Background: an optimization exercise with open tools, aiming at small area and a short achievable clock period. Do not read the settings as production practice. RTL that was checked went through simulation tests only; none was proved equivalent to the original. No functional check of the RTL was part of run 3. Power is estimated from default activity; no workload was simulated.

## flow/design.v (module list and top-level ports; edited modules follow where they fit)
// module mul_sb4acc: 1055 lines
// module long_slow_div_denom_reg: 66 lines
// module mul_div_32: 98 lines
// module cpu_ahb_if: 41 lines
// module cpu_ahb_mem: 47 lines
// module csr_reg: 105 lines
// module ctrl: 32 lines
// module ex: 138 lines
// module ex_mem: 61 lines
// module id: 613 lines
// module id_ex: 76 lines
// module if_id: 25 lines
// module interrupt_ctrl: 91 lines
// module mem: 44 lines
// module mem_wb: 25 lines
// module pc_reg: 30 lines
// module regsfile: 37 lines
// module yadan_riscv: 409 lines
module yadan_riscv(
    input  wire             clk,
    input  wire             rst_n,
    input  wire [7:0]  int_flag_i,
    output wire             M0_HBUSREQ,      
    input  wire             M0_HGRANT,       
    output wire  [31:0]     M0_HADDR,        
    output wire  [ 1:0]     M0_HTRANS,       
    output wire  [ 2:0]     M0_HSIZE,        
    output wire  [ 2:0]     M0_HBURST,       
    output wire  [ 3:0]     M0_HPROT,       
    output wire             M0_HLOCK,       
    output wire             M0_HWRITE,       
    output wire  [31:0]     M0_HWDATA,      
    output wire             M1_HBUSREQ,
    input  wire             M1_HGRANT,
    output wire  [31:0]     M1_HADDR,
    output wire  [ 1:0]     M1_HTRANS,
    output wire  [ 2:0]     M1_HSIZE,
    output wire  [ 2:0]     M1_HBURST,
    output wire  [ 3:0]     M1_HPROT,
    output wire             M1_HLOCK,
    output wire             M1_HWRITE,
    output wire  [31:0]     M1_HWDATA,
    input  wire  [31:0]     M_HRDATA,       
    input  wire  [ 1:0]     M_HRESP,         
    input  wire             M_HREADY         
);
  // ...
==> flow/flow/run.sh <==
#!/bin/bash
set -euo pipefail
bash standard.sh SETUP_SLACK_MARGIN=6 "BUFFER_PORTS_ARGS=-buffer_cell sky130_fd_sc_hd__buf_4" finish > flow_make.log 2>&1
==> flow/standard.sh <==
#!/bin/bash
# synth_recipe.tcl (not shown) runs the flow's synth.tcl, then flattens the netlist and writes it again
# the make line also repeats each setting of config.mk as NAME=value (left out here)
make -C /OpenROAD-flow-scripts/flow DESIGN_CONFIG=/design/flow/config.mk WORK_HOME=/design/flow/orfs CLKGATE_MAP_FILE= SYNTH_SCRIPT=/design/flow/synth_recipe.tcl "${@:-finish}"
==> flow/config.mk <==
export PLATFORM = sky130hd
export DESIGN_NAME = yadan_riscv
export DESIGN_NICKNAME = yadan_riscv
export VERILOG_FILES = /design/flow/design.v
export SDC_FILE = /design/flow/constraint.sdc
export NUM_CORES = 8
export LEC_CHECK = 0
export CAP_MARGIN = 20
export CORE_MARGIN = 2
export CORE_UTILIZATION = 40
export CTS_BUF_LIST = sky130_fd_sc_hd__clkbuf_8
export CTS_CLUSTER_SIZE = 30
export SLEW_MARGIN = 20
==> flow/constraint.sdc <==
create_clock -name core_clock -period 11.0 [get_ports {clk}]
set_input_delay 2.2000 -clock core_clock [delete_from_list [all_inputs] [get_ports {clk}]]
set_output_delay 2.2000 -clock core_clock [all_outputs]
set_load 0.01 [all_outputs]
==> run_results.csv, run 1 <==
group,metric,value,unit
power,power.leakage,55.12,nW
die,initial_core_util,0.4008,
drt,dr.pass1.iters,17,
timing,slew-limit-headroom,0.1186,
drt,vias,116500,
finish,design_area,0.1499,sq mm
die,die_y,576.1,microns
finish,filler_cell_count,29900,
finish,clockBufferCount,432,
finish,seq_share,0.4336,
outcome,status,"timing/DRC/antenna clean",
worst_setup_path,required,11.72,ns
logic_synthesis,synth_compound_area_frac,0.1879,
timing,fin_ws,5.625,ns
timing,rsz0062_at_grt,"true",
worst_setup_path,path_buf_inv,3,
logic_synthesis,synth_area_per_cell,10.94,sq um
placed_design,dp_slack,4.251,ns
timing,min_period_over_period,0.4886,
power,seq_power_share,0.434,
placed_design,hpwlAfterDp,408.9,mm
worst_setup_path,end_kind,"flop",
placed_design,place_inst,16090,
logic_synthesis,synth_mux_area_frac,0.02985,
global_routing,grt_pass1_vias,109900,
logic_synthesis,ys.flop_type,"edfxtp_1",
drt,routedWlPerCell,37.51,microns
cts,hold_buffers,0,
finish,inv_count,638,
drt,drc_errors,0,
power,total_power,0.02253,W
cts,cts_buffer_depth,4,
timing,min_period,5.375,ns
drt,route.met3.wl,99.89,mm
worst_setup_path,reg2reg_slack,5.63,ns
drt,topRoutingLayerUsed,"met5",
logic_synthesis,synth_cell_types,122,
logic_synthesis,synthAdderAreaFrac,0.07501,
finish,buffers,717,
power,pwr-share-clk,0.360,
logic_synthesis,async_reset_ff_frac,0.1668,
worst_setup_path,crit_chain,"buf_6, nand3b_1, nor2_4, buf_4, buf_4, a222oi_1, nand3_1, o32ai_1, o31ai_2, a222oi_1, o21ai_1",
power,pwr.group.sequential,0.00979,W
==> inputs of run 2 (changes only) <==
--- a/flow/config.mk
+++ b/flow/config.mk
@@ -8,6 +8,4 @@
 export CAP_MARGIN = 20
 export CORE_MARGIN = 2
 export CORE_UTILIZATION = 40
-export CTS_BUF_LIST = sky130_fd_sc_hd__clkbuf_8
-export CTS_CLUSTER_SIZE = 30
 export SLEW_MARGIN = 20
==> run 2 against run 1 <==
Against the previous run: still clean on timing, DRC and antenna; area after synthesis is the same; non-clock buffer count is 6 lower; flip-flop and latch count is the same; worst setup slack better by 0.088 ns; first-iteration DRC count grew 2.9%; critical path depth down 1; count of clock-buffer cells in the layout down 90; clock skew decreased by 0.0042 ns; largest cell class unchanged; highest routed layer unchanged.
==> run_results.csv, run 2 <==
group,metric,value,unit
outcome,status,"timing/DRC/antenna clean",
drt,routedWlPerCell,38.01,microns
global_routing,grt_pass1_vias,108800,
logic_synthesis,syn_area,0.1309,sq mm
timing,finalClockSkew,0.1078,ns
die,io_pins,205,
drt,drtAntennaViolNets,0,
logic_synthesis,synth-edff-count,1706,
finish,reg_top3,"u_regsfile.reg_Q x992, u_mul_div_32.long_slow_div_denom_reg_i.L_num x65",
cts,cts.sinks,2296,
worst_setup_path,startpoint_type,"flop",
worst_setup_path,path_class,"reg2reg",
worst_setup_path,end_kind,"flop",
timing,hold_viol,0,
placed_design,gp_congestion,1.019,
global_routing,grt_start_max_net_pins,152,
die,die-width,576.1,microns
timing,max_freq,0.1892,GHz
cts,cts_tree,"yes",
placed_design,hpwlAfterDp,408.9,mm
worst_setup_path,path_buf_inv,2,
finish,filler_cell_count,29590,
logic_synthesis,synth_most_common_cell,"edfxtp_1",
timing,min_period,5.286,ns
worst_setup_path,critical-path-top-delay-family,"compound AO/OA/AOI/OAI gates",
worst_setup_path,critPathMaxFanout,26,
finish,top_register,"u_regsfile.reg_Q",
timing,setup_violations,0,
drt,dr.pass1.iters,10,
timing,rsz0062_at_grt,"true",
timing,drv_slew,0,
finish,mostFrequentLayoutCells,"1,706 x edfxtp_1, 1,258 x a22oi_1, 896 x nand2_1, 616 x inv_1, 613 x buf_4",
worst_setup_path,crit_chain,"buf_4, or3b_2, nor2_4, buf_4, a222oi_1, nand3_1, o32ai_1, o31ai_2, a222oi_1, o21ai_1",
logic_synthesis,yosys_warnings,49,
power,ir_worst_vdd,0.1345,mV
timing,slew-limit-headroom,0.06445,
logic_synthesis,ys_top_cells_by_count,"1,706 x edfxtp_1, 1,259 x a22oi_1, 904 x nand2_1, 720 x nor2_1, 642 x clkbuf_1",
worst_setup_path,required,11.66,ns
finish,largest_reg_flops,992,
cts,cts_buffer_depth,4,
drt,via_per_inst,6.922,
worst_setup_path,cp_slowest_cell,"nor2_4",
global_routing,antenna_found_initial,44,
logic_synthesis,syn_inst,11970,
drt,drt_wl_total,636.5,mm
drt,drt_iter0_drc,23120,
logic_synthesis,ys.flop_type,"edfxtp_1",
placed_design,io_buffer_count,145,
die,core-area,0.3266,sq mm
worst_setup_path,cp.arrival,5.94,ns
finish,final_common_cell,"edfxtp_1",
logic_synthesis,yosys.area.top_type,"edfxtp_1",
die,initial_core_util,0.4008,
cts,htree_levels,5,
logic_synthesis,synth_top_area_frac,0.3913,
global_routing,grt_pass1_wl,862.7,mm
cts,numCtsBuffers,269,
finish,syn2layout_area_growth,15.27,%
logic_synthesis,synth_cell_types,122,
finish,drive_gt1_frac,0.1375,
worst_hold_path,hold_class,"reg2reg",
power,total_power,0.02383,W
die,dieArea,0.3319,sq mm
global_routing,groute.usage.overall,0.3673,
cts,hold_buffers,0,
logic_synthesis,yosysSeqAreaShare,0.4962,
cts,cts.clk_slew.worst_paths,0.07,ns
global_routing,grt_overflow,0,
finish,nNetsFinal,12810,
logic_synthesis,synth_area_per_cell,10.94,sq um
die,rows,210,
cts,worstSkewPairLatency,0.95,ns
die,die_y,576.1,microns
timing,min_period_over_period,0.4806,
timing,worst_pin_slew,1.399,ns
logic_synthesis,ys_seq_elements,2296,
power,power.leakage,55.02,nW
logic_synthesis,synth_area_leaders,"edfxtp_1 39%, dfrtp_1 7.3%, a22oi_1 7.2%",
power,powerDensity,157.9,mW/mm^2
cts,clockRootBuffer,"clkbuf_16",
timing,fin_tns_setup,0,ns
logic_synthesis,async_reset_ff_frac,0.1668,
job,cap_viol_max_count,0,
worst_setup_path,cp_slowest_stage_delay,0.76,ns
drt,vias,115900,
drt,drc_errors,0,
-- run 2: cell counts after synthesis --
No cell type changed its count.
-- run 2: final timing paths --
| check | startpoint | cells after the start | to | slack (ns) |
|---|---|---|---|---|
| min in group asynchronous | rst_n | 1 | u_mul_div_32.ph1 | 1.32 |
| max in group asynchronous | rst_n | 3 | u_if_id.pc_o[5] | 7.32 |
| worst max register to register | u_if_id.inst_o[23] | 10 | u_id_ex.ex_operand2_o[0] | 5.71 |
| worst max-delay path | u_if_id.inst_o[23] | 10 | u_id_ex.ex_operand2_o[0] | 5.71 |
| worst min register to register | u_mul_div_32.enable_in_d2 | 0 | u_mul_div_32.enable_in_d3 | 0.37 |
| worst min-delay path | u_mul_div_32.enable_in_d2 | 0 | u_mul_div_32.enable_in_d3 | 0.37 |
-- run 2: final cells by class --
| class | count | area (sq um) | share of cell area |
|---|---|---|---|
| Sequential cell | 2296 | 64980 | 0.4306 |
| Timing Repair inverter | 1 | 7.507 | 0.00004975 |
| Tap cell | 4346 | 5438 | 0.03603 |
| Clock inverter | 149 | 1749 | 0.01159 |
| Inverter | 637 | 2446 | 0.01621 |
| Clock buffer | 342 | 7398 | 0.04903 |
| Timing Repair Buffer | 711 | 6386 | 0.04232 |
| Antenna cell | 22 | 55.05 | 0.0003648 |
| Multi-Input combinational cell | 8241 | 62440 | 0.4138 |
-- run 2: metrics by stage --
stage	util	hold slack, ns	std cells	instance area [sq um]	worst slack, ns
after global placement	0.4245	0.3403	16090	138600	4.352
after detailed placement	0.4246	0.3434	16090	138700	4.251
after global routing	0.4619	0.3788	16730	150900	5.974
after floorplan	-	0.3312	12020	131200	4.345
after CTS	0.4565	0.3699	16630	149100	6.002
final	0.4620	0.3735	16750	150900	5.714
-- run 2: worst reg2reg max path, delay by kind of cell, from the launching register on --
family / cells / cell delay (ns)
buffers and inverters: 2 / 1.18
AOI/OAI and AO/OA: 5 / 1.77
and+or+nand+nor: 3 / 1.56
DFF: 1 / 0.49
-- run 2: layer usage --
layer  vias to the layer above  GRT usage  part of all wire
met3                      2592     0.1412              0.16
met5                         -          0           0.00033
li1                      45520          -                 -
met4                        32     0.2165             0.078
met2                     10680     0.5131              0.40
met1                     57080     0.4810              0.36
-- run 2: logic make-up (layout without fill, tap and decap cells) --
| kind of cell | count (synthesis) | after routing | synth area share |
|---|---|---|---|
| AOI/OAI and AO/OA | 3495 | 3495 | 0.1879 |
| xor gates and xnor gates | 828 | 828 | 0.05625 |
| adders and majority gates | 606 | 606 | 0.07501 |
| buffers and inverters | 1484 | 1840 | 0.04543 |
| DFF | 2296 | 2296 | 0.4962 |
| muxes | 304 | 304 | 0.02985 |
| other | 2 | 79 | 0.00005737 |
| and+or+nand+nor | 2950 | 2951 | 0.1093 |
-- run 2: what timing repair did --
item | CTS | global route
resized for setup | 176 | 123
cloned | 3 | 13
pin swaps | 19 | 37
setup endpoints to repair | 390 | 255
setup buffers | 39 | 64
-- run 2: power by group --
| part | total (W) | internal (W) | switching [W] | leakage, nW |
|---|---|---|---|---|
| clock | 0.00943 | 0.00549 | 0.00394 | 4.46 |
| sequential | 0.00979 | 0.00948 | 0.000306 | 22.2 |
| combinational | 0.00461 | 0.00144 | 0.00317 | 28.4 |
==> module ex, before the edit <==
module ex(
    input   wire                int_assert_i,
    input   wire[31:0]  int_addr_i,
    input   wire[31:0]  pc_i,
    input   wire[31:0]      inst_i,
    input   wire[5:0]     aluop_i,
    input   wire[8:0]           dec_i,           
    input   wire[3:0]    alusel_i,
    input   wire[31:0]       operand1_i,
    input   wire[31:0]       operand2_i,
    input   wire                wreg_i,
    input   wire[4:0]   wreg_addr_i,
    input   wire[31:0]       csr_data_i,
    input   wire                wcsr_i,
    input   wire[31:0]  wcsr_addr_i,
    input   wire[63:0] muldiv_result_i,
    input   wire                muldiv_done_i,
    output  wire                muldiv_start_o,
    output  wire[31:0]       muldiv_dividend_o,
    output  wire[31:0]       muldiv_divisor_o,
    output  wire                mul_or_div_o,
    output  wire                muldiv_reg1_sign_o,
    output  wire                muldiv_reg2_sign_o,
    output  wire                wreg_o,
    output  wire[4:0]   wreg_addr_o,
    output  reg [31:0]       wreg_data_o,
    output  wire[5:0]     aluop_o,
    output  wire[31:0]  memaddr_o,
    output  wire[31:0]       operand2_o,
    output  wire                wcsr_o,
    output  wire[31:0]  wcsr_addr_o,
    output  reg [31:0]       wcsr_data_o,
    output  wire                branch_flag_o,
    output  wire[31:0]       branch_addr_o
);
    wire [31:0] op1 = operand1_i;
    wire [31:0] op2 = operand2_i;
    assign wreg_o      = wreg_i;
    assign wreg_addr_o = wreg_addr_i;
    assign aluop_o     = aluop_i;
    assign operand2_o  = (aluop_i == 6'b011001) ? {24'h0, operand2_i[7:0]} :
                         (aluop_i == 6'b011010) ? {operand2_i[15:0], operand2_i[15:0]} : operand2_i;
    assign wcsr_o      = int_assert_i ? 1'b0 : wcsr_i;
    assign wcsr_addr_o = {20'h0, inst_i[31:20]};    
    wire op_add   = aluop_i == 6'b000001;
    wire op_sub   = aluop_i == 6'b000010;
    wire op_slt   = aluop_i == 6'b001001;
    wire op_sltu  = aluop_i == 6'b001010;
    wire op_sll   = aluop_i == 6'b000110;
    wire op_srl   = aluop_i == 6'b000111;
    wire op_sra   = aluop_i == 6'b001000;
    wire op_lui   = aluop_i == 6'b001011;
    wire op_jal   = aluop_i == 6'b010010;
    wire op_jalr  = aluop_i == 6'b010011;
    wire is_md    = dec_i[8];
    wire md_hi    = (aluop_i == 6'b100011) || (aluop_i == 6'b100100) || (aluop_i == 6'b100010) ||
                    (aluop_i == 6'b100000) || (aluop_i == 6'b100001);
    assign muldiv_start_o     = is_md & ~muldiv_done_i;
    assign muldiv_dividend_o  = op1;
    assign muldiv_divisor_o   = op2;
    assign mul_or_div_o       = (aluop_i == 6'b100011) || (aluop_i == 6'b100100) ||
                                (aluop_i == 6'b100101) || (aluop_i == 6'b100110);
    assign muldiv_reg1_sign_o = ~((aluop_i == 6'b100011) || (aluop_i == 6'b100101) ||
                                  (aluop_i == 6'b100000) || (aluop_i == 6'b100001));
    assign muldiv_reg2_sign_o = ~((aluop_i == 6'b100011) || (aluop_i == 6'b100101) ||
                                  (aluop_i == 6'b100000));
    wire        sub   = dec_i[0];
    wire [32:0] sum   = {1'b0, op1} + {1'b0, op2 ^ {32{sub}}} + {32'b0, sub};
    wire        ltu   = ~sum[32];
    wire        lts   = (op1[31] != op2[31]) ? op1[31] : ltu;
    wire        eq    = (op1 == op2);
    reg [31:0] arithresult;
    always @(*) begin
        if (op_add | op_sub)
            arithresult = sum[31:0];
        else if (is_md & muldiv_done_i)
            arithresult = md_hi ? muldiv_result_i[63:32] : muldiv_result_i[31:0];
        else
            arithresult = 32'h00000000;
    end
    reg [31:0] logicout;
    always @(*) begin
        case (aluop_i)
            6'b000011:   logicout = op1 & op2;
            6'b000100:    logicout = op1 | op2;
            6'b000101:   logicout = op1 ^ op2;
            default:    logicout = 32'h00000000;
        endcase
    end
    wire [31:0] compare = {31'b0, (op_slt & lts) | (op_sltu & ltu)};
    function [31:0] rev32(input [31:0] a);
        integer k;
        for (k = 0; k < 32; k = k + 1) rev32[k] = a[31 - k];
    endfunction
    wire [31:0] sh_in  = op_sll ? rev32(op1) : op1;
    wire [31:0] sh_fill = {32{op_sra & op1[31]}} & ~(32'hffffffff >> op2[4:0]);
    wire [31:0] sh_out  = (sh_in >> op2[4:0]) | sh_fill;
    reg  [31:0] shiftres;
    always @(*) begin
        if (op_sll)              shiftres = rev32(sh_out[31:0]);
        else if (op_srl | op_sra) shiftres = sh_out[31:0];
        else if (op_lui)         shiftres = op2;
        else                     shiftres = 32'h00000000;
    end
    wire [31:0] imm_i = {{20{inst_i[31]}}, inst_i[31:20]};
    wire [31:0] imm_s = {{20{inst_i[31]}}, inst_i[31:25], inst_i[11:7]};
    wire [31:0] imm_b = {{20{inst_i[31]}}, inst_i[7], inst_i[30:25], inst_i[11:8], 1'b0};
    wire [31:0] imm_j = {{12{inst_i[31]}}, inst_i[19:12], inst_i[20], inst_i[30:21], 1'b0};
    wire        is_store = alusel_i == 4'b0110;
    wire [31:0] agu      = op1 + (is_store ? imm_s : imm_i);
    assign memaddr_o     = (is_store || alusel_i == 4'b0101) ? agu : 32'h00000000;
    wire [31:0] pc_target = pc_i + (op_jal ? imm_j : imm_b);
    wire [31:0] pc_plus4  = pc_i + 32'd4;
    wire take = (dec_i[1] & eq) | (dec_i[2] & ~eq) | (dec_i[3] & lts) | (dec_i[4] & ~lts) |
                (dec_i[5] & ltu) | (dec_i[6] & ~ltu) | dec_i[7];
    wire [31:0] branch_addr = op_jalr ? {agu[31:1], 1'b0} : pc_target;
    assign branch_flag_o = take | int_assert_i;
    assign branch_addr_o = int_assert_i ? int_addr_i : branch_addr;
    always @(*) begin
        case (aluop_i)
            6'b011100: wcsr_data_o = op1;
            6'b011101: wcsr_data_o = csr_data_i | op1;
            6'b011110: wcsr_data_o = csr_data_i & (~op1);
            default:    wcsr_data_o = 32'h00000000;
        endcase
    end
    always @(*) begin
        case (alusel_i)
            4'b0001:     wreg_data_o = logicout;
            4'b0100:   wreg_data_o = compare;
            4'b0010:     wreg_data_o = shiftres;
            4'b0011:     wreg_data_o = arithresult;
            4'b0111:    wreg_data_o = (op_jal | op_jalr) ? pc_plus4 : 32'h00000000;
            4'b1000:       wreg_data_o = csr_data_i;
            default:            wreg_data_o = 32'h00000000;
        endcase
    end
endmodule  
==> module ex_mem, before the edit <==
module ex_mem(
    input   wire        clk,
    input   wire        rst_n,
    input   wire                ex_wreg_i,
    input   wire[4:0]   ex_wreg_addr_i,
    input   wire[31:0]       ex_wreg_data_i,
    input   wire[5:0]     ex_aluop_i,
    input   wire[31:0]  ex_memaddr_i,
    input   wire[31:0]       ex_operand2_i,
    input   wire                stalled_i,
    input   wire                flush_i,
    input   wire                data_load_i,     
    output  reg                 mem_wreg_o,
    output  reg[4:0]    mem_wreg_addr_o,
    output  reg[31:0]        mem_wreg_data_o,
    output  reg[5:0]      mem_aluop_o,
    output  reg                 mem_ce_o,        
    output  reg                 mem_we_o,        
    output  reg[2:0]            mem_sel_o,       
    output  reg[31:0]   mem_memaddr_o,
    output  reg[1:0]            mem_align_o,     
    output  reg[31:0]        mem_operand2_o
);
    wire ld = (ex_aluop_i == 6'b010100) || (ex_aluop_i == 6'b010101) || (ex_aluop_i == 6'b010110) ||
              (ex_aluop_i == 6'b010111) || (ex_aluop_i == 6'b011000);
    wire st = (ex_aluop_i == 6'b011001) || (ex_aluop_i == 6'b011010) || (ex_aluop_i == 6'b011011);
    wire [2:0] sel = ((ex_aluop_i == 6'b010110) || (ex_aluop_i == 6'b011011)) ? 3'b010 :
                     ((ex_aluop_i == 6'b010101) || (ex_aluop_i == 6'b011000) || (ex_aluop_i == 6'b011010)) ? 3'b001 : 3'b000;
    always @(posedge clk or negedge rst_n) begin
        if (rst_n == 1'b0) begin
            mem_ce_o            <= 1'b0;
            mem_we_o            <= 1'b0;
            mem_sel_o           <= 3'b000;
            mem_wreg_o          <= 1'b0;
            mem_aluop_o         <= 6'b000000;
            mem_memaddr_o       <= 32'h00000000;
        end else if (flush_i == 1) begin
            mem_ce_o            <= 1'b0;
            mem_we_o            <= 1'b0;
            mem_sel_o           <= 3'b000;
            mem_wreg_o          <= 1'b0;
            mem_aluop_o         <= 6'b000000;
            mem_memaddr_o       <= 32'h00000000;
        end else if (stalled_i == 1'b0) begin
            mem_ce_o            <= ld | st;
            mem_we_o            <= st;
            mem_sel_o           <= sel;
            mem_wreg_o          <= ex_wreg_i;
            mem_aluop_o         <= ex_aluop_i;
            mem_memaddr_o       <= ex_memaddr_i;
        end
    end
    always @(posedge clk) begin
        if (data_load_i) begin
            mem_wreg_addr_o     <= ex_wreg_addr_i;
            mem_wreg_data_o     <= ex_wreg_data_i;
            mem_operand2_o      <= ex_operand2_i;
            mem_align_o         <= ex_memaddr_i[1:0];
        end
    end
endmodule  
==> module id_ex, before the edit <==
module id_ex(
    input   wire        clk,
    input   wire        rst_n,
    input   wire[31:0]  id_pc_i,
    input   wire[31:0]      id_inst_i,
    input   wire[5:0]     id_aluop_i,
    input   wire[3:0]    id_alusel_i,
    input   wire[31:0]       id_operand1_i,
    input   wire[31:0]       id_operand2_i,
    input   wire[4:0]   id_wreg_addr_i,
    input   wire                id_wreg_i,
    input   wire[31:0]       id_csr_data_i,
    input   wire                id_wcsr_i,
    input   wire[31:0]  id_wcsr_addr_i,
    input   wire                stalled_i,
    input   wire                flush_i,
    input   wire                data_hold_i,     
    output  reg[31:0]   ex_pc_o,
    output  reg[31:0]       ex_inst_o,
    output  reg[5:0]      ex_aluop_o,
    output  reg[8:0]            ex_dec_o,        
    output  reg[3:0]     ex_alusel_o,
    output  reg[31:0]        ex_operand1_o,
    output  reg[31:0]        ex_operand2_o,
    output  reg                 ex_wreg_o,
    output  reg[4:0]    ex_wreg_addr_o,
    output  reg[31:0]        ex_csr_data_o,
    output  reg                 ex_wcsr_o,
    output  reg[31:0]   ex_wcsr_addr_o
);
    function [8:0] dec(input [5:0] op);
        begin
            dec[0] = (op != 6'b000001);
            dec[1] = (op == 6'b001100);
            dec[2] = (op == 6'b001101);
            dec[3] = (op == 6'b001110);
            dec[4] = (op == 6'b001111);
            dec[5] = (op == 6'b010000);
            dec[6] = (op == 6'b010001);
            dec[7] = (op == 6'b010010) || (op == 6'b010011);
            dec[8] = (op >= 6'b011111) && (op <= 6'b100110);
        end
    endfunction
    always @(posedge clk or negedge rst_n) begin
        if (rst_n == 1'b0) begin
            ex_aluop_o      <= 6'b000000;
            ex_dec_o        <= dec(6'b000000);
            ex_alusel_o     <= 4'b0000;
            ex_wreg_o       <= 1'b0;
            ex_wcsr_o       <= 1'b0;
        end else if (flush_i == 1) begin
            ex_dec_o        <= dec(6'b000000);
            ex_aluop_o      <= 6'b000000;
            ex_alusel_o     <= 4'b0000;
            ex_wreg_o       <= 1'b0;
            ex_wcsr_o       <= 1'b0;
        end else if (stalled_i == 1'b0) begin
            ex_aluop_o      <= id_aluop_i;
            ex_dec_o        <= dec(id_aluop_i);
            ex_alusel_o     <= id_alusel_i;
            ex_wreg_o       <= id_wreg_i;
            ex_wcsr_o       <= id_wcsr_i;
        end
    end
    always @(posedge clk) begin
        if (!data_hold_i) begin
            ex_pc_o         <= id_pc_i;
            ex_inst_o       <= id_inst_i;
            ex_operand1_o   <= id_operand1_i;
            ex_operand2_o   <= id_operand2_i;
            ex_wreg_addr_o  <= id_wreg_addr_i;
            ex_csr_data_o   <= id_csr_data_i;
            ex_wcsr_addr_o  <= id_wcsr_addr_i;
        end
    end
endmodule  
==> module mem, before the edit <==
module mem(
    input   wire[4:0]   wreg_addr_i,
    input   wire                wreg_i,
    input   wire[31:0]       wreg_data_i,
    input   wire[5:0]     aluop_i,
    input   wire[31:0]  memaddr_i,
    input   wire[31:0]       operand2_i,      
    input   wire[1:0]           align_i,         
    input   wire                ce_i,
    input   wire                we_i,
    input   wire[2:0]           sel_i,
    input   wire[31:0]      ram_data_i,
    output  wire[31:0]  ram_addr_o,
    output  wire                ram_we_o,
    output  wire[2:0]           ram_sel_o,
    output  wire[31:0]      ram_data_o,
    output  wire                ram_ce_o,
    output  wire                wreg_o,
    output  wire[4:0]   wreg_addr_o,
    output  reg [31:0]       wreg_data_o
);
    assign ram_addr_o  = memaddr_i;
    assign ram_we_o    = we_i;
    assign ram_sel_o   = sel_i;
    assign ram_ce_o    = ce_i;
    assign ram_data_o  = operand2_i;     
    assign wreg_o      = wreg_i;
    assign wreg_addr_o = wreg_addr_i;
    wire [7:0]  byte_v = (align_i == 2'b00) ? ram_data_i[7:0] :
                         (align_i == 2'b01) ? ram_data_i[15:8] :
                         (align_i == 2'b10) ? ram_data_i[23:16] : ram_data_i[31:24];
    wire [15:0] half_v = align_i[1] ? ram_data_i[31:16] : ram_data_i[15:0];
    wire        half_ok = ~align_i[0];
    always @(*) begin
        case (aluop_i)
            6'b010100:  wreg_data_o = {{24{byte_v[7]}}, byte_v};
            6'b010111: wreg_data_o = {24'h0, byte_v};
            6'b010101:  wreg_data_o = half_ok ? {{16{half_v[15]}}, half_v} : 32'h00000000;
            6'b011000: wreg_data_o = half_ok ? {16'h0, half_v} : 32'h00000000;
            6'b010110:  wreg_data_o = ram_data_i;
            default:  wreg_data_o = wreg_data_i;
        endcase
    end
endmodule  
==> module yadan_riscv, before the edit <==
module yadan_riscv(
    input  wire             clk,
    input  wire             rst_n,
    input  wire [7:0]  int_flag_i,
    output wire             M0_HBUSREQ,      
    input  wire             M0_HGRANT,       
    output wire  [31:0]     M0_HADDR,        
    output wire  [ 1:0]     M0_HTRANS,       
    output wire  [ 2:0]     M0_HSIZE,        
    output wire  [ 2:0]     M0_HBURST,       
    output wire  [ 3:0]     M0_HPROT,       
    output wire             M0_HLOCK,       
    output wire             M0_HWRITE,       
    output wire  [31:0]     M0_HWDATA,      
    output wire             M1_HBUSREQ,
    input  wire             M1_HGRANT,
    output wire  [31:0]     M1_HADDR,
    output wire  [ 1:0]     M1_HTRANS,
    output wire  [ 2:0]     M1_HSIZE,
    output wire  [ 2:0]     M1_HBURST,
    output wire  [ 3:0]     M1_HPROT,
    output wire             M1_HLOCK,
    output wire             M1_HWRITE,
    output wire  [31:0]     M1_HWDATA,
    input  wire  [31:0]     M_HRDATA,       
    input  wire  [ 1:0]     M_HRESP,         
    input  wire             M_HREADY         
);
    assign  M0_HPROT = 4'h0;            
    assign  M1_HPROT = 4'h0;
    assign  M0_HLOCK = 1'b0;            
    assign  M1_HLOCK = 1'b0;
    wire[31:0]           rom_addr;    
    wire                    rom_ce;      
    wire[31:0]           rom_data;    
    wire[31:0]           ram_addr;    
    wire                    ram_ce;
    wire                    ram_we;
    wire[2:0]               ram_sel;
    wire[31:0]           ram_wdata;
    wire[31:0]           ram_rdata;   
    wire[31:0]      if_pc;
    wire[31:0]      if_id_pc;
    wire[31:0]          if_id_inst;
    wire                    id_reg1_read;
    wire                    id_reg2_read;
    wire[4:0]       id_reg1_addr;
    wire[4:0]       id_reg2_addr;
    wire[31:0]           reg1_data;
    wire[31:0]           reg2_data;
    wire[31:0]      id_pc;
    wire[31:0]          id_inst;
    wire[5:0]         id_aluop;
    wire[3:0]        id_alusel;
    wire[31:0]           id_operand1;
    wire[31:0]           id_operand2;
    wire                    id_wreg;
    wire[4:0]       id_wreg_addr;
    wire                    id_wcsr;
    wire[31:0]           id_csr_data;
    wire[31:0]      id_wcsr_addr;
    wire[31:0]      id_ex_pc;
    wire[31:0]          id_ex_inst;
    wire[5:0]         id_ex_aluop;
    wire[8:0]               id_ex_dec;
    wire[3:0]        id_ex_alusel;
    wire[31:0]           id_ex_operand1;
    wire[31:0]           id_ex_operand2;
    wire                    id_ex_wreg;
    wire[4:0]       id_ex_wreg_addr;
    wire                    id_ex_wcsr;
    wire[31:0]           id_ex_csr_data;
    wire[31:0]      id_ex_wcsr_addr;
    wire                    muldiv_start;
    wire[31:0]           dividend;        
    wire[31:0]           divisor;        
    wire                    mul0_div1;
    wire                    x_signed0_unsigned1;
    wire                    y_signed0_unsigned1;
    wire[63:0]     muldiv_result;
    wire                    muldiv_done;
    wire                    ex_branch_flag;
    wire[31:0]           ex_branch_addr;
    wire                    ex_wreg;
    wire[4:0]       ex_wreg_addr;
    wire[31:0]           ex_wreg_data;
    wire[5:0]         ex_aluop;
    wire[31:0]      ex_memaddr;
    wire[31:0]           ex_operand2;
    wire                    ex_mem_wreg;
    wire[4:0]       ex_mem_wreg_addr;
    wire[31:0]           ex_mem_wreg_data;
    wire[5:0]         ex_mem_aluop;
    wire[31:0]      ex_mem_memaddr;
    wire[31:0]           ex_mem_operand2;
    wire                    ex_mem_ce;
    wire[1:0]               ex_mem_align;
    wire                    ex_mem_we;
    wire[2:0]               ex_mem_sel;
    wire                    mem_wreg;
    wire[4:0]       mem_wreg_addr;
    wire[31:0]           mem_wreg_data;
    wire                    wb_wreg;
    wire[4:0]       wb_wreg_addr;
    wire[31:0]           wb_wreg_data;
    wire[4:0]               stall;  
    wire[4:0]               flush;
    wire                    stallreq_from_id;
    wire                    stallreq_from_mem;
    wire                    stallreq_from_if;
    wire                    stallreq_from_interrupt;
    wire[31:0]           csr_data;
    wire[31:0]           csr_interrupt_data;
    wire[31:0]           csr_mtvec;    
    wire[31:0]           csr_mepc;     
    wire[31:0]           csr_mstatus; 
    wire global_int_en;
    wire[31:0]      id_rcsr_addr;
    wire                    ex_wcsr;
    wire[31:0]      ex_wcsr_addr;
    wire[31:0]           ex_wcsr_data;
    wire interrupt_we_o;
    wire[31:0] interrupt_waddr_o;
    wire[31:0] interrupt_data_o;
    wire[31:0] interrupt_int_addr_o;
    wire interrupt_int_assert_o;
    pc_reg u_pc_reg(
        .clk                (clk),
        .rst_n              (rst_n),
        .PCchange_enable_i  (~ram_ce),
        .ex_branch_flag_i   (ex_branch_flag),
        .ex_branch_addr_i   (ex_branch_addr),
        .stalled_i          (stall[0]),
        .flush_i            (flush[0]),
        .pc_o               (if_pc),
        .ce_o               (rom_ce)
    );
    assign  rom_addr  =  if_pc;   
    if_id u_if_id(
        .clk                (clk),
        .rst_n              (rst_n),
        .pc_i               (if_pc),
        .inst_i             (rom_data),
        .stalled_i          (stall[1]),
        .flush_i            (flush[1]),
        .pc_o               (if_id_pc),
        .inst_o             (if_id_inst)
    );
    id u_id(
        .pc_i               (if_id_pc),
        .inst_i             (if_id_inst),
        .reg1_data_i        (reg1_data),
        .reg2_data_i        (reg2_data),
        .ex_wreg_i          (ex_wreg),
        .ex_wreg_addr_i     (ex_wreg_addr),
        .ex_wreg_data_i     (ex_wreg_data),
        .ex_aluop_i         (ex_aluop),
        .mem_wreg_i         (mem_wreg),
        .mem_wreg_addr_i    (mem_wreg_addr),
        .mem_wreg_data_i    (mem_wreg_data),
        .csr_data_i         (csr_data),
        .rcsr_addr_o        (id_rcsr_addr),
        .reg1_read_o        (id_reg1_read),
        .reg2_read_o        (id_reg2_read),
        .reg1_addr_o        (id_reg1_addr),
        .reg2_addr_o        (id_reg2_addr),
        .stallreq_o         (stallreq_from_id),
        .pc_o               (id_pc),
        .inst_o             (id_inst),
        .aluop_o            (id_aluop),
        .alusel_o           (id_alusel),
        .operand1_o         (id_operand1),
        .operand2_o         (id_operand2),
        .wreg_o             (id_wreg),
        .wreg_addr_o        (id_wreg_addr),
        .csr_data_o         (id_csr_data),
        .wcsr_o             (id_wcsr),
        .wcsr_addr_o        (id_wcsr_addr)
    );
    regsfile u_regsfile(
        .clk                (clk),
        .rst_n              (rst_n),
        .we_i               (wb_wreg),
        .waddr_i            (wb_wreg_addr),
        .wdata_i            (wb_wreg_data),
        .raddr1_i           (id_reg1_addr),
        .rdata1_o           (reg1_data),
        .raddr2_i           (id_reg2_addr),
        .rdata2_o           (reg2_data)
    );
    id_ex u_id_ex(
        .clk                (clk),
        .rst_n              (rst_n),
        .id_pc_i            (id_pc),
        .id_inst_i          (id_inst),
        .id_aluop_i         (id_aluop),
        .id_alusel_i        (id_alusel),
        .id_operand1_i      (id_operand1),
        .id_operand2_i      (id_operand2),
        .id_wreg_i          (id_wreg),
        .id_wreg_addr_i     (id_wreg_addr),
        .id_csr_data_i      (id_csr_data),
        .id_wcsr_i          (id_wcsr),
        .id_wcsr_addr_i     (id_wcsr_addr),
        .stalled_i          (stall[2]),
        .flush_i            (flush[2]),
        .data_hold_i        (stallreq_from_mem | muldiv_start),
        .ex_pc_o            (id_ex_pc),
        .ex_inst_o          (id_ex_inst),
        .ex_aluop_o         (id_ex_aluop),
        .ex_dec_o           (id_ex_dec),
        .ex_alusel_o        (id_ex_alusel),
        .ex_operand1_o      (id_ex_operand1),
        .ex_operand2_o      (id_ex_operand2),
        .ex_wreg_o          (id_ex_wreg),
        .ex_wreg_addr_o     (id_ex_wreg_addr),
        .ex_csr_data_o      (id_ex_csr_data),
        .ex_wcsr_o          (id_ex_wcsr),
        .ex_wcsr_addr_o     (id_ex_wcsr_addr)
    );
    ex u_ex(
        .int_assert_i(interrupt_int_assert_o),
        .int_addr_i(interrupt_int_addr_o),
        .pc_i               (id_ex_pc),
        .inst_i             (id_ex_inst),
        .aluop_i            (id_ex_aluop),
        .dec_i              (id_ex_dec),
        .alusel_i           (id_ex_alusel),
        .operand1_i         (id_ex_operand1),
        .operand2_i         (id_ex_operand2),
        .wreg_i             (id_ex_wreg),
        .wreg_addr_i        (id_ex_wreg_addr),
        .csr_data_i         (id_ex_csr_data),
        .wcsr_i             (id_ex_wcsr),
        .wcsr_addr_i        (id_ex_wcsr_addr),
        .muldiv_result_i    (muldiv_result),
        .muldiv_done_i      (muldiv_done),
        .muldiv_start_o     (muldiv_start),
        .muldiv_dividend_o  (dividend),
        .muldiv_divisor_o   (divisor),
        .mul_or_div_o       (mul0_div1),
        .muldiv_reg1_sign_o (x_signed0_unsigned1),
        .muldiv_reg2_sign_o (y_signed0_unsigned1),
        .wreg_o             (ex_wreg),
        .wreg_addr_o        (ex_wreg_addr),
        .wreg_data_o        (ex_wreg_data),
        .aluop_o            (ex_aluop),
        .memaddr_o          (ex_memaddr),
        .operand2_o         (ex_operand2),
        .wcsr_o             (ex_wcsr),
        .wcsr_addr_o        (ex_wcsr_addr),
        .wcsr_data_o        (ex_wcsr_data),
        .branch_flag_o      (ex_branch_flag),
        .branch_addr_o      (ex_branch_addr)
    );
    mul_div_32 u_mul_div_32(
        .clk                (clk),
        .reset_n            (rst_n),
        .enable_in          (muldiv_start),
        .x                  (dividend),
        .y                  (divisor),
        .mul0_div1          (mul0_div1),
        .x_signed0_unsigned1(x_signed0_unsigned1),
        .y_signed0_unsigned1(y_signed0_unsigned1),
        .enable_out         (muldiv_done),
        .z                  (muldiv_result)
    );
    ex_mem u_ex_mem(
        .clk                (clk),
        .rst_n              (rst_n),
        .ex_wreg_i          (ex_wreg),
        .ex_wreg_addr_i     (ex_wreg_addr),
        .ex_wreg_data_i     (ex_wreg_data),
        .ex_aluop_i         (ex_aluop),
        .ex_memaddr_i       (ex_memaddr),
        .ex_operand2_i      (ex_operand2),
        .stalled_i          (stall[3]),
        .flush_i            (flush[3]),
        .data_load_i        (~stallreq_from_mem | id_ex_dec[7] | interrupt_int_assert_o),
        .mem_wreg_o         (ex_mem_wreg),
        .mem_wreg_addr_o    (ex_mem_wreg_addr),
        .mem_wreg_data_o    (ex_mem_wreg_data),
        .mem_aluop_o        (ex_mem_aluop),
        .mem_ce_o           (ex_mem_ce),
        .mem_align_o        (ex_mem_align),
        .mem_we_o           (ex_mem_we),
        .mem_sel_o          (ex_mem_sel),
        .mem_memaddr_o      (ex_mem_memaddr),
        .mem_operand2_o     (ex_mem_operand2)
    );
    mem u_mem(
        .wreg_i             (ex_mem_wreg),
        .wreg_addr_i        (ex_mem_wreg_addr),
        .wreg_data_i        (ex_mem_wreg_data),
        .aluop_i            (ex_mem_aluop),
        .memaddr_i          (ex_mem_memaddr),
        .operand2_i         (ex_mem_operand2),
        .align_i            (ex_mem_align),
        .ce_i               (ex_mem_ce),
        .we_i               (ex_mem_we),
        .sel_i              (ex_mem_sel),
        .ram_data_i         (ram_rdata),
        .ram_addr_o         (ram_addr),
        .ram_we_o           (ram_we),
        .ram_data_o         (ram_wdata),
        .ram_sel_o          (ram_sel),
        .ram_ce_o           (ram_ce),
        .wreg_o             (mem_wreg),
        .wreg_addr_o        (mem_wreg_addr),
        .wreg_data_o        (mem_wreg_data)
    );
    mem_wb u_mem_wb(
        .clk                (clk),
        .rst_n              (rst_n),
        .mem_wreg_i         (mem_wreg),
        .mem_wreg_addr_i    (mem_wreg_addr),
        .mem_wreg_data_i    (mem_wreg_data),
        .stalled_i          (stall[4]),
        .flush_i            (flush[4]),
        .wb_wreg_o          (wb_wreg),
        .wb_wreg_addr_o     (wb_wreg_addr),
        .wb_wreg_data_o     (wb_wreg_data)
    );
    ctrl u_ctrl(
        .stallreq_from_id_i         (stallreq_from_id),
        .stallreq_from_ex_i         (muldiv_start),
        .stallreq_from_mem_i        (stallreq_from_mem),
        .stallreq_from_if_i         (stallreq_from_if),
        .stallreq_from_interrupt_i  (stallreq_from_interrupt),
        .ex_branch_flag_i           (ex_branch_flag),    
        .stalled_o                  (stall),
        .flush_o                    (flush)
    );
    csr_reg u_csr_reg(
        .clk                (clk),
        .rst_n              (rst_n),
        .we_i               (ex_wcsr),
        .waddr_i            (ex_wcsr_addr), 
        .wdata_i            (ex_wcsr_data),
        .raddr_i            (id_rcsr_addr),
        .rdata_o            (csr_data),
        .global_int_en_o        (global_int_en),
        .interrupt_csr_mtvec    (csr_mtvec),
        .interrupt_csr_mepc     (csr_mepc),
        .interrupt_csr_mstatus  (csr_mstatus),
        .interrupt_we_i(interrupt_we_o),
        .interrupt_waddr_i(interrupt_waddr_o),
        .interrupt_data_i(interrupt_data_o)
    );
   interrupt_ctrl u_interrupt_ctrl(
        .clk                (clk),
        .rst_n              (rst_n),
        .int_flag_i         (int_flag_i),
        .inst_i             (id_inst),
        .inst_addr_i        (id_pc),
        .branch_flag_i      (ex_branch_flag),
        .branch_addr_i      (ex_branch_addr),
        .muldiv_start_i     (muldiv_start),
        .pc_i               (if_pc),
        .global_int_en_i    (global_int_en),
        .csr_mtvec          (csr_mtvec),
        .csr_mepc           (csr_mepc),
        .csr_mstatus        (csr_mstatus),
        .we_o               (interrupt_we_o),
        .waddr_o            (interrupt_waddr_o),
        .data_o             (interrupt_data_o),
        .int_addr_o         (interrupt_int_addr_o),
        .int_assert_o       (interrupt_int_assert_o),
        .stallreq_interrupt_o(stallreq_from_interrupt)
   );
    cpu_ahb_if u_cpu_ahb_if(
        .clk                (clk),
        .rst_n              (rst_n),
        .cpu_addr_i         (rom_addr),
        .cpu_ce_i           (rom_ce),
        .M_HGRANT           (M1_HGRANT),
        .M_HRDATA           (M_HRDATA),
        .cpu_readdata_o     (rom_data),
        .M_HBUSREQ          (M1_HBUSREQ),
        .M_HADDR            (M1_HADDR),
        .M_HTRANS           (M1_HTRANS),
        .M_HSIZE            (M1_HSIZE),
        .M_HBURST           (M1_HBURST),
        .M_HWRITE           (M1_HWRITE),
        .M_HWDATA           (M1_HWDATA),
        .stallreq           (stallreq_from_if)
    );
    cpu_ahb_mem u_cpu_ahb_mem(
        .clk                (clk),
        .rst_n              (rst_n),
        .cpu_addr_i         (ram_addr),
        .cpu_ce_i           (ram_ce),
        .cpu_we_i           (ram_we),
        .cpu_writedata_i    (ram_wdata),
        .cpu_sel_i          (ram_sel),
        .M_HGRANT           (M0_HGRANT),
        .M_HRDATA           (M_HRDATA),
        .M_HREADY           (M_HREADY),
        .cpu_readdata_o     (ram_rdata),
        .M_HBUSREQ          (M0_HBUSREQ),
        .M_HADDR            (M0_HADDR),
        .M_HTRANS           (M0_HTRANS),
        .M_HSIZE            (M0_HSIZE),
        .M_HBURST           (M0_HBURST),
        .M_HWRITE           (M0_HWRITE),
        .M_HWDATA           (M0_HWDATA),
        .stallreq           (stallreq_from_mem)
    );
endmodule  
==> inputs of run 3 (changes only) <==
--- a/flow/design.v
+++ b/flow/design.v
@@ -1452,7 +1452,7 @@
     input   wire[31:0]  pc_i,
     input   wire[31:0]      inst_i,
     input   wire[5:0]     aluop_i,
-    input   wire[8:0]           dec_i,           
+    input   wire[36:0]          dec_i,           
     input   wire[3:0]    alusel_i,
     input   wire[31:0]       operand1_i,
     input   wire[31:0]       operand2_i,
@@ -1486,55 +1486,59 @@
     assign wreg_o      = wreg_i;
     assign wreg_addr_o = wreg_addr_i;
     assign aluop_o     = aluop_i;
-    assign operand2_o  = (aluop_i == 6'b011001) ? {24'h0, operand2_i[7:0]} :
-                         (aluop_i == 6'b011010) ? {operand2_i[15:0], operand2_i[15:0]} : operand2_i;
+    assign operand2_o  = op_sb ? {24'h0, operand2_i[7:0]} :
+                         op_sh ? {operand2_i[15:0], operand2_i[15:0]} : operand2_i;
     assign wcsr_o      = int_assert_i ? 1'b0 : wcsr_i;
     assign wcsr_addr_o = {20'h0, inst_i[31:20]};    
-    wire op_add   = aluop_i == 6'b000001;
-    wire op_sub   = aluop_i == 6'b000010;
-    wire op_slt   = aluop_i == 6'b001001;
-    wire op_sltu  = aluop_i == 6'b001010;
-    wire op_sll   = aluop_i == 6'b000110;
-    wire op_srl   = aluop_i == 6'b000111;
-    wire op_sra   = aluop_i == 6'b001000;
-    wire op_lui   = aluop_i == 6'b001011;
-    wire op_jal   = aluop_i == 6'b010010;
-    wire op_jalr  = aluop_i == 6'b010011;
+    wire sub      = dec_i[0];
     wire is_md    = dec_i[8];
-    wire md_hi    = (aluop_i == 6'b100011) || (aluop_i == 6'b100100) || (aluop_i == 6'b100010) ||
-                    (aluop_i == 6'b100000) || (aluop_i == 6'b100001);
+    wire op_sll   = dec_i[9];
+    wire op_sr    = dec_i[10];
+    wire op_sra   = dec_i[11];
+    wire op_lui   = dec_i[12];
+    wire op_addsub= dec_i[13];
+    wire op_slt   = dec_i[14];
+    wire op_sltu  = dec_i[15];
+    wire op_and   = dec_i[16];
+    wire op_or    = dec_i[17];
+    wire op_xor   = dec_i[18];
+    wire md_hi    = dec_i[19];
+    wire res_logic= dec_i[20];
+    wire res_cmp  = dec_i[21];
+    wire res_shift= dec_i[22];
+    wire res_arith= dec_i[23];
+    wire res_br   = dec_i[24];
+    wire res_csr  = dec_i[25];
+    wire is_ldst  = dec_i[26];
+    wire is_store = dec_i[27];
+    wire op_csrrw = dec_i[28];
+    wire op_csrrs = dec_i[29];
+    wire op_csrrc = dec_i[30];
+    wire op_sb    = dec_i[31];
+    wire op_sh    = dec_i[32];
+    wire op_jal   = dec_i[33];
+    wire op_jump  = dec_i[7];
     assign muldiv_start_o     = is_md & ~muldiv_done_i;
     assign muldiv_dividend_o  = op1;
     assign muldiv_divisor_o   = op2;
-    assign mul_or_div_o       = (aluop_i == 6'b100011) || (aluop_i == 6'b100100) ||
-                                (aluop_i == 6'b100101) || (aluop_i == 6'b100110);
-    assign muldiv_reg1_sign_o = ~((aluop_i == 6'b100011) || (aluop_i == 6'b100101) ||
-                                  (aluop_i == 6'b100000) || (aluop_i == 6'b100001));
-    assign muldiv_reg2_sign_o = ~((aluop_i == 6'b100011) || (aluop_i == 6'b100101) ||
-                                  (aluop_i == 6'b100000));
-    wire        sub   = dec_i[0];
+    assign mul_or_div_o       = dec_i[36];
+    assign muldiv_reg1_sign_o = ~dec_i[34];
+    assign muldiv_reg2_sign_o = ~dec_i[35];
     wire [32:0] sum   = {1'b0, op1} + {1'b0, op2 ^ {32{sub}}} + {32'b0, sub};
     wire        ltu   = ~sum[32];
     wire        lts   = (op1[31] != op2[31]) ? op1[31] : ltu;
     wire        eq    = (op1 == op2);
     reg [31:0] arithresult;
     always @(*) begin
-        if (op_add | op_sub)
+        if (op_addsub)
             arithresult = sum[31:0];
         else if (is_md & muldiv_done_i)
             arithresult = md_hi ? muldiv_result_i[63:32] : muldiv_result_i[31:0];
         else
             arithresult = 32'h00000000;
     end
-    reg [31:0] logicout;
-    always @(*) begin
-        case (aluop_i)
-            6'b000011:   logicout = op1 & op2;
-            6'b000100:    logicout = op1 | op2;
-            6'b000101:   logicout = op1 ^ op2;
-            default:    logicout = 32'h00000000;
-        endcase
-    end
+    wire [31:0] logicout = ({32{op_and}} & (op1 & op2)) | ({32{op_or}} & (op1 | op2)) |
+                           ({32{op_xor}} & (op1 ^ op2));
     wire [31:0] compare = {31'b0, (op_slt & lts) | (op_sltu & ltu)};
     function [31:0] rev32(input [31:0] a);
         integer k;
@@ -1546,7 +1550,7 @@
     reg  [31:0] shiftres;
     always @(*) begin
         if (op_sll)              shiftres = rev32(sh_out[31:0]);
-        else if (op_srl | op_sra) shiftres = sh_out[31:0];
+        else if (op_sr)          shiftres = sh_out[31:0];
         else if (op_lui)         shiftres = op2;
         else                     shiftres = 32'h00000000;
     end
@@ -1554,34 +1558,23 @@
     wire [31:0] imm_s = {{20{inst_i[31]}}, inst_i[31:25], inst_i[11:7]};
     wire [31:0] imm_b = {{20{inst_i[31]}}, inst_i[7], inst_i[30:25], inst_i[11:8], 1'b0};
     wire [31:0] imm_j = {{12{inst_i[31]}}, inst_i[19:12], inst_i[20], inst_i[30:21], 1'b0};
-    wire        is_store = alusel_i == 4'b0110;
     wire [31:0] agu      = op1 + (is_store ? imm_s : imm_i);
-    assign memaddr_o     = (is_store || alusel_i == 4'b0101) ? agu : 32'h00000000;
+    assign memaddr_o     = is_ldst ? agu : 32'h00000000;
     wire [31:0] pc_target = pc_i + (op_jal ? imm_j : imm_b);
     wire [31:0] pc_plus4  = pc_i + 32'd4;
     wire take = (dec_i[1] & eq) | (dec_i[2] & ~eq) | (dec_i[3] & lts) | (dec_i[4] & ~lts) |
                 (dec_i[5] & ltu) | (dec_i[6] & ~ltu) | dec_i[7];
-    wire [31:0] branch_addr = op_jalr ? {agu[31:1], 1'b0} : pc_target;
+    wire [31:0] branch_addr = (op_jump & ~op_jal) ? {agu[31:1], 1'b0} : pc_target;
     assign branch_flag_o = take | int_assert_i;
     assign branch_addr_o = int_assert_i ? int_addr_i : branch_addr;
     always @(*) begin
-        case (aluop_i)
-            6'b011100: wcsr_data_o = op1;
-            6'b011101: wcsr_data_o = csr_data_i | op1;
-            6'b011110: wcsr_data_o = csr_data_i & (~op1);
-            default:    wcsr_data_o = 32'h00000000;
-        endcase
+        wcsr_data_o = ({32{op_csrrw}} & op1) | ({32{op_csrrs}} & (csr_data_i | op1)) |
+                      ({32{op_csrrc}} & (csr_data_i & ~op1));
     end
     always @(*) begin
-        case (alusel_i)
-            4'b0001:     wreg_data_o = logicout;
-            4'b0100:   wreg_data_o = compare;
-            4'b0010:     wreg_data_o = shiftres;
-            4'b0011:     wreg_data_o = arithresult;
-            4'b0111:    wreg_data_o = (op_jal | op_jalr) ? pc_plus4 : 32'h00000000;
-            4'b1000:       wreg_data_o = csr_data_i;
-            default:            wreg_data_o = 32'h00000000;
-        endcase
+        wreg_data_o = ({32{res_logic}} & logicout) | ({32{res_cmp}} & compare) |
+                      ({32{res_shift}} & shiftres) | ({32{res_arith}} & arithresult) |
+                      ({32{res_br & op_jump}} & pc_plus4) | ({32{res_csr}} & csr_data_i);
     end
 endmodule  
 module ex_mem(
@@ -1603,6 +1596,7 @@
     output  reg                 mem_ce_o,        
     output  reg                 mem_we_o,        
     output  reg[2:0]            mem_sel_o,       
+    output  reg[4:0]            mem_ld_o,        
     output  reg[31:0]   mem_memaddr_o,
     output  reg[1:0]            mem_align_o,     
     output  reg[31:0]        mem_operand2_o
@@ -1617,6 +1611,7 @@
             mem_ce_o            <= 1'b0;
             mem_we_o            <= 1'b0;
             mem_sel_o           <= 3'b000;
+            mem_ld_o            <= 5'b0;
             mem_wreg_o          <= 1'b0;
             mem_aluop_o         <= 6'b000000;
             mem_memaddr_o       <= 32'h00000000;
@@ -1624,6 +1619,7 @@
             mem_ce_o            <= 1'b0;
             mem_we_o            <= 1'b0;
             mem_sel_o           <= 3'b000;
+            mem_ld_o            <= 5'b0;
             mem_wreg_o          <= 1'b0;
             mem_aluop_o         <= 6'b000000;
             mem_memaddr_o       <= 32'h00000000;
@@ -1631,6 +1627,8 @@
             mem_ce_o            <= ld | st;
             mem_we_o            <= st;
             mem_sel_o           <= sel;
+            mem_ld_o            <= {ex_aluop_i == 6'b010110, ex_aluop_i == 6'b011000, ex_aluop_i == 6'b010101,
+                                    ex_aluop_i == 6'b010111, ex_aluop_i == 6'b010100};
             mem_wreg_o          <= ex_wreg_i;
             mem_aluop_o         <= ex_aluop_i;
             mem_memaddr_o       <= ex_memaddr_i;
@@ -2278,7 +2276,7 @@
     output  reg[31:0]   ex_pc_o,
     output  reg[31:0]       ex_inst_o,
     output  reg[5:0]      ex_aluop_o,
-    output  reg[8:0]            ex_dec_o,        
+    output  reg[36:0]           ex_dec_o,        
     output  reg[3:0]     ex_alusel_o,
     output  reg[31:0]        ex_operand1_o,
     output  reg[31:0]        ex_operand2_o,
@@ -2288,35 +2286,64 @@
     output  reg                 ex_wcsr_o,
     output  reg[31:0]   ex_wcsr_addr_o
 );
-    function [8:0] dec(input [5:0] op);
+    function [36:0] dec(input [5:0] op, input [3:0] sel);
         begin
-            dec[0] = (op != 6'b000001);
-            dec[1] = (op == 6'b001100);
-            dec[2] = (op == 6'b001101);
-            dec[3] = (op == 6'b001110);
-            dec[4] = (op == 6'b001111);
-            dec[5] = (op == 6'b010000);
-            dec[6] = (op == 6'b010001);
-            dec[7] = (op == 6'b010010) || (op == 6'b010011);
-            dec[8] = (op >= 6'b011111) && (op <= 6'b100110);
+            dec[0]  = (op != 6'b000001);                               
+            dec[1]  = (op == 6'b001100);
+            dec[2]  = (op == 6'b001101);
+            dec[3]  = (op == 6'b001110);
+            dec[4]  = (op == 6'b001111);
+            dec[5]  = (op == 6'b010000);
+            dec[6]  = (op == 6'b010001);
+            dec[7]  = (op == 6'b010010) || (op == 6'b010011);          
+            dec[8]  = (op >= 6'b011111) && (op <= 6'b100110);          
+            dec[9]  = (op == 6'b000110);
+            dec[10] = (op == 6'b000111) || (op == 6'b001000);
+            dec[11] = (op == 6'b001000);
+            dec[12] = (op == 6'b001011);
+            dec[13] = (op == 6'b000001) || (op == 6'b000010);
+            dec[14] = (op == 6'b001001);
+            dec[15] = (op == 6'b001010);
+            dec[16] = (op == 6'b000011);
+            dec[17] = (op == 6'b000100);
+            dec[18] = (op == 6'b000101);
+            dec[19] = (op == 6'b100011) || (op == 6'b100100) || (op == 6'b100010) ||
+                      (op == 6'b100000) || (op == 6'b100001);       
+            dec[20] = (sel == 4'b0001);
+            dec[21] = (sel == 4'b0100);
+            dec[22] = (sel == 4'b0010);
+            dec[23] = (sel == 4'b0011);
+            dec[24] = (sel == 4'b0111);
+            dec[25] = (sel == 4'b1000);
+            dec[26] = (sel == 4'b0101) || (sel == 4'b0110);
+            dec[27] = (sel == 4'b0110);
+            dec[28] = (op == 6'b011100);
+            dec[29] = (op == 6'b011101);
+            dec[30] = (op == 6'b011110);
+            dec[31] = (op == 6'b011001);
+            dec[32] = (op == 6'b011010);
+            dec[33] = (op == 6'b010010);
+            dec[34] = (op == 6'b100011) || (op == 6'b100101) || (op == 6'b100000) || (op == 6'b100001);  
+            dec[35] = (op == 6'b100011) || (op == 6'b100101) || (op == 6'b100000);                        
+            dec[36] = (op == 6'b100011) || (op == 6'b100100) || (op == 6'b100101) || (op == 6'b100110);   
         end
     endfunction
     always @(posedge clk or negedge rst_n) begin
         if (rst_n == 1'b0) begin
             ex_aluop_o      <= 6'b000000;
-            ex_dec_o        <= dec(6'b000000);
+            ex_dec_o        <= dec(6'b000000, 4'b0000);
             ex_alusel_o     <= 4'b0000;
             ex_wreg_o       <= 1'b0;
             ex_wcsr_o       <= 1'b0;
         end else if (flush_i == 1) begin
-            ex_dec_o        <= dec(6'b000000);
+            ex_dec_o        <= dec(6'b000000, 4'b0000);
             ex_aluop_o      <= 6'b000000;
             ex_alusel_o     <= 4'b0000;
             ex_wreg_o       <= 1'b0;
             ex_wcsr_o       <= 1'b0;
         end else if (stalled_i == 1'b0) begin
             ex_aluop_o      <= id_aluop_i;
-            ex_dec_o        <= dec(id_aluop_i);
+            ex_dec_o        <= dec(id_aluop_i, id_alusel_i);
             ex_alusel_o     <= id_alusel_i;
             ex_wreg_o       <= id_wreg_i;
             ex_wcsr_o       <= id_wcsr_i;
@@ -2461,6 +2488,7 @@
     input   wire                ce_i,
     input   wire                we_i,
     input   wire[2:0]           sel_i,
+    input   wire[4:0]           ld_i,            
     input   wire[31:0]      ram_data_i,
     output  wire[31:0]  ram_addr_o,
     output  wire                ram_we_o,
@@ -2484,14 +2512,12 @@
     wire [15:0] half_v = align_i[1] ? ram_data_i[31:16] : ram_data_i[15:0];
     wire        half_ok = ~align_i[0];
     always @(*) begin
-        case (aluop_i)
-            6'b010100:  wreg_data_o = {{24{byte_v[7]}}, byte_v};
-            6'b010111: wreg_data_o = {24'h0, byte_v};
-            6'b010101:  wreg_data_o = half_ok ? {{16{half_v[15]}}, half_v} : 32'h00000000;
-            6'b011000: wreg_data_o = half_ok ? {16'h0, half_v} : 32'h00000000;
-            6'b010110:  wreg_data_o = ram_data_i;
-            default:  wreg_data_o = wreg_data_i;
-        endcase
+        wreg_data_o = ({32{ld_i[0]}} & {{24{byte_v[7]}}, byte_v}) |
+                      ({32{ld_i[1]}} & {24'h0, byte_v}) |
+                      ({32{ld_i[2] & half_ok}} & {{16{half_v[15]}}, half_v}) |
+                      ({32{ld_i[3] & half_ok}} & {16'h0, half_v}) |
+                      ({32{ld_i[4]}} & ram_data_i) |
+                      ({32{~|ld_i}} & wreg_data_i);
     end
 endmodule  
 module mem_wb(
@@ -2650,7 +2676,7 @@
     wire[31:0]      id_ex_pc;
     wire[31:0]          id_ex_inst;
     wire[5:0]         id_ex_aluop;
-    wire[8:0]               id_ex_dec;
+    wire[36:0]              id_ex_dec;
     wire[3:0]        id_ex_alusel;
     wire[31:0]           id_ex_operand1;
     wire[31:0]           id_ex_operand2;
@@ -2683,6 +2709,7 @@
     wire[31:0]           ex_mem_operand2;
     wire                    ex_mem_ce;
     wire[1:0]               ex_mem_align;
+    wire[4:0]               ex_mem_ld;
     wire                    ex_mem_we;
     wire[2:0]               ex_mem_sel;
     wire                    mem_wreg;
@@ -2873,6 +2900,7 @@
         .mem_align_o        (ex_mem_align),
         .mem_we_o           (ex_mem_we),
         .mem_sel_o          (ex_mem_sel),
+        .mem_ld_o           (ex_mem_ld),
         .mem_memaddr_o      (ex_mem_memaddr),
         .mem_operand2_o     (ex_mem_operand2)
     );
@@ -2887,6 +2915,7 @@
         .ce_i               (ex_mem_ce),
         .we_i               (ex_mem_we),
         .sel_i              (ex_mem_sel),
+        .ld_i               (ex_mem_ld),
         .ram_data_i         (ram_rdata),
         .ram_addr_o         (ram_addr),
         .ram_we_o           (ram_we),
==> run 3 against run 2 <==
Against the previous run: worst setup slack gained 0.072 ns; routed wire length shrank 2.1%; via count shrank 1.2%; worst hold slack lost 0.018 ns; clock skew grew 0.029 ns; maximum frequency grew 1.4%; highest routed layer unchanged.
==> run_results.csv, run 3 <==
group,metric,value,unit
finish,nNetsFinal,12710,
worst_setup_path,critPathMaxFanout,20,
finish,drive_gt1_frac,0.1350,
timing,fin_tns_setup,0,ns
logic_synthesis,synthAdderAreaFrac,0.07485,
placed_design,gp_congestion,1.027,
worst_setup_path,end_kind,"flop",
job,cap_viol_max_count,0,
cts,clockRootBuffer,"clkbuf_16",
worst_setup_path,cp_common_cell,"buf_4",
drt,vias,114500,
timing,finalClockSkew,0.1370,ns
logic_synthesis,synth_mux_area_frac,0.03424,
logic_synthesis,yosys.area_share.xor_xnor,0.05545,
power,power.leakage,57.02,nW
timing,drv_slew,0,
timing,slew-limit-headroom,0.1005,
worst_setup_path,path_class,"reg2reg",
logic_synthesis,synth-simple-area-share,0.1074,
logic_synthesis,ys_top_cells_by_count,"1,706 x edfxtp_1, 1,165 x a22oi_1, 1,019 x nand2_1, 646 x clkbuf_1, 611 x inv_1",
worst_setup_path,r2r_cells,11,
timing,setup_violations,0,
global_routing,grt_use_met1,0.4834,
logic_synthesis,syn_area,0.1312,sq mm
finish,mostFrequentLayoutCells,"1,706 x edfxtp_1, 1,163 x a22oi_1, 1,009 x nand2_1, 602 x inv_1, 582 x buf_4",
logic_synthesis,synth_most_common_cell,"edfxtp_1",
finish,reg_top3,"u_regsfile.reg_Q x992, u_mul_div_32.long_slow_div_denom_reg_i.L_num x65",
global_routing,grt-busiest-layer,"met2",
logic_synthesis,async_reset_ff_frac,0.1751,
die,dieArea,0.3326,sq mm
cts,worstSkewPairLatency,1.00,ns
worst_setup_path,reg2reg_from,"u_if_id.inst_o[22]",
finish,top_register,"u_regsfile.reg_Q",
logic_synthesis,yosysSeqAreaShare,0.4995,
worst_setup_path,required,11.69,ns
die,die_y,576.7,microns
logic_synthesis,syn_inst,11890,
worst_setup_path,cp_slowest_stage_delay,0.73,ns
logic_synthesis,synth_top_area_frac,0.3905,
worst_hold_path,hold_class,"reg2reg",
finish,final_common_cell,"edfxtp_1",
worst_setup_path,startpoint_type,"flop",
drt,dr.pass1.iters,11,
drt,drt_wl_total,622.9,mm
logic_synthesis,synth_compound_area_frac,0.1841,
logic_synthesis,synth_area_per_cell,11.03,sq um
outcome,status,"timing/DRC/antenna clean",
die,die-width,576.7,microns
cts,cts_buffer_depth,4,
drt,drt_iter0_drc,22150,
power,ir_worst_vdd,0.4350,mV
drt,via_per_inst,6.872,
logic_synthesis,yosys.area.top_type,"edfxtp_1",
timing,rsz0062_at_grt,"true",
logic_synthesis,yosys_warnings,49,
cts,cts_tree,"yes",
worst_setup_path,critical_path.endpoint,"u_id_ex.ex_operand2_o[1]",
drt,routedWlPerCell,37.39,microns
worst_setup_path,crit_chain,"buf_4, nand4bb_1, nor2_4, buf_4, a22oi_1, nand4_1, nand4b_1, o22ai_1, o311a_1, nor3_1, a221o_1",
drt,drc_errors,0,
die,initial_core_util,0.4014,
cts,htree_levels,5,
die,io_pins,205,
worst_setup_path,cp.arrival,5.90,ns
logic_synthesis,synth_top_family_by_area,"compound AO/OA/AOI/OAI gates",
logic_synthesis,synth_cell_types,100,
cts,cts.sinks,2319,
die,rows,210,
global_routing,grt_start_max_net_pins,138,
timing,worst_pin_slew,1.349,ns
placed_design,io_buffer_count,145,
logic_synthesis,synth-edff-count,1706,
logic_synthesis,ys.flop_type,"edfxtp_1",
drt,drtAntennaViolNets,0,
placed_design,hpwlAfterDp,394.9,mm
global_routing,grt_overflow,0,
finish,syn2layout_area_growth,14.94,%
worst_setup_path,reg2reg_slack,5.79,ns
logic_synthesis,synth_area_leaders,"edfxtp_1 39%, dfrtp_1 7.7%, a22oi_1 6.7%",
finish,filler_cell_count,29800,
global_routing,groute.usage.overall,0.3609,
logic_synthesis,ys_seq_elements,2319,
power,powerDensity,315.6,mW/mm^2
global_routing,grt_pass1_wl,851.8,mm
cts,numCtsBuffers,272,
timing,min_period_over_period,0.4740,
worst_setup_path,cp_slowest_cell,"nor2_4",
finish,fin_util,0.4613,
finish,largest_reg_flops,992,
worst_setup_path,r2r_end,"u_id_ex.ex_operand2_o[1]",
die,core-area,0.3269,sq mm
global_routing,met3_usage,0.1200,
timing,hold_viol,0,
timing,min_period,5.214,ns
worst_setup_path,critPathLaunch,"u_if_id.inst_o[22]",
timing,max_freq,0.1918,GHz
cts,cts.clk_slew.worst_paths,0.06,ns
global_routing,grt_pass1_vias,107500,
global_routing,grt_use_met2,0.5097,
global_routing,antenna_found_initial,43,
==> run 3: cell types whose count changed after synthesis, moves of 67 or more <==
cell | before | now
nand2_1 | 904 | 1019
a22oi_1 | 1259 | 1165
nor2_1 | 720 | 556
nor3_1 | 201 | 134
mux2_2 | 31 | 98
a222oi_1 | 79 | 175
==> run 3: cells by family after synthesis <==
logic type	count (synthesis)
AO/OA/AOI/OAI	3400
flip-flops	2319
adder cells (fa/ha/maj)	606
multiplexers	354
AND/OR/NAND/NOR	2910
XOR/XNOR	825
buffers and inverters	1473
other	2
==> run 3: timing repair <==
item                                    in CTS  in global routing
gates resized for setup                    148                 92
pin swaps                                   22                 31
buffers inserted                            52                 49
endpoints found under the setup margin     411                279
cloned                                      12                 10
hold buffers                                 0                  0
==> run 3: power by group <==
group,total (W),switching [W],internal [W],leakage [nW]
clock network,0.00933,0.00397,0.00537,4.38
registers,0.0128,0.00133,0.0115,23.5
logic,0.0254,0.0158,0.00963,29.2
total,0.0476,0.0211,0.0265,57.0
==> run 3: worst min-delay path by stage <==
stage                                         start                         to  slack, ns  depth (start not counted)
after floorplan           u_mul_div_32.enable_in_d2  u_mul_div_32.enable_in_d3       0.33                          0
after global placement    u_mul_div_32.enable_in_d2  u_mul_div_32.enable_in_d3       0.33                          0
after detailed placement  u_mul_div_32.enable_in_d2  u_mul_div_32.enable_in_d3       0.33                          0
after CTS                 u_mul_div_32.enable_in_d2  u_mul_div_32.enable_in_d3       0.36                          0
after global routing      u_mul_div_32.enable_in_d2  u_mul_div_32.enable_in_d3       0.39                          0
final                     u_mul_div_32.enable_in_d2  u_mul_div_32.enable_in_d3       0.36                          0
==> run 3: worst max-delay path: cells and delay by family (launching register included) <==
family | cells | cell delay, ns
simple gates | 5 | 1.95
compound gates | 4 | 1.23
buf+inv | 2 | 1.02
flops | 1 | 0.63
==> run 3: area by class of cell <==
cell class,count,area [sq um],area share
clock inverter,139,1516,0.01006
multi-input combinational,8154,61960,0.4109
clock buffer,354,7455,0.04944
antenna,36,90.09,0.0005975
sequential,2319,65560,0.4348
timing repair inverter,3,25.02,0.0001660
timing repair buffer,687,6335,0.04201
inverter,621,2409,0.01597
tap,4346,5438,0.03606
==> run 3: through the flow <==
step	worst slack [ns]	total power [W]	hold WS (ns)	cells	instance area (sq um)
2_1_floorplan	5.874	0.02835	0.3312	11940	131500
3_3_place_gp	4.462	0.03663	0.3328	15980	138600
3_5_place_dp	4.327	0.03711	0.3347	15990	138700
4_1_cts	5.951	0.04683	0.3600	16550	149200
5_1_grt	5.883	0.05078	0.3892	16630	150700
6_report	5.786	0.04759	0.3560	16660	150800
==> run 3: per-layer routing <==
metal | part of all wire | vias to the layer above
met5 | 0.00025 | -
met4 | 0.072 | 22
met3 | 0.15 | 2216
li1 | - | 45350
met1 | 0.37 | 56850
met2 | 0.41 | 10040

[what the ideal ports hide]
The results above use ideal ports. As a check the final layouts listed here were re-extracted and re-timed, cells and wires unchanged.
Step 1: set_driving_cell puts a clkbuf_16 on clk and a buf_2 on each other input, an assumption about the parent block.
Step 2 also shifts input and output timing later by t, the mid clock arrival at the registers, as if the neighbouring blocks saw the same clock.
Three values: ideal ports, drivers, drivers and shift; two values: the first two.
run | t (ns) | setup WS [ns]
run 1 | 1.247 | 5.625 / 5.625 / 5.330
run 2 | 1.014 | 5.714 / 5.714 / 5.143
run 3 | 1.042 | 5.786 / 5.786 / 5.088
After both steps setup and hold are still met in every run listed.
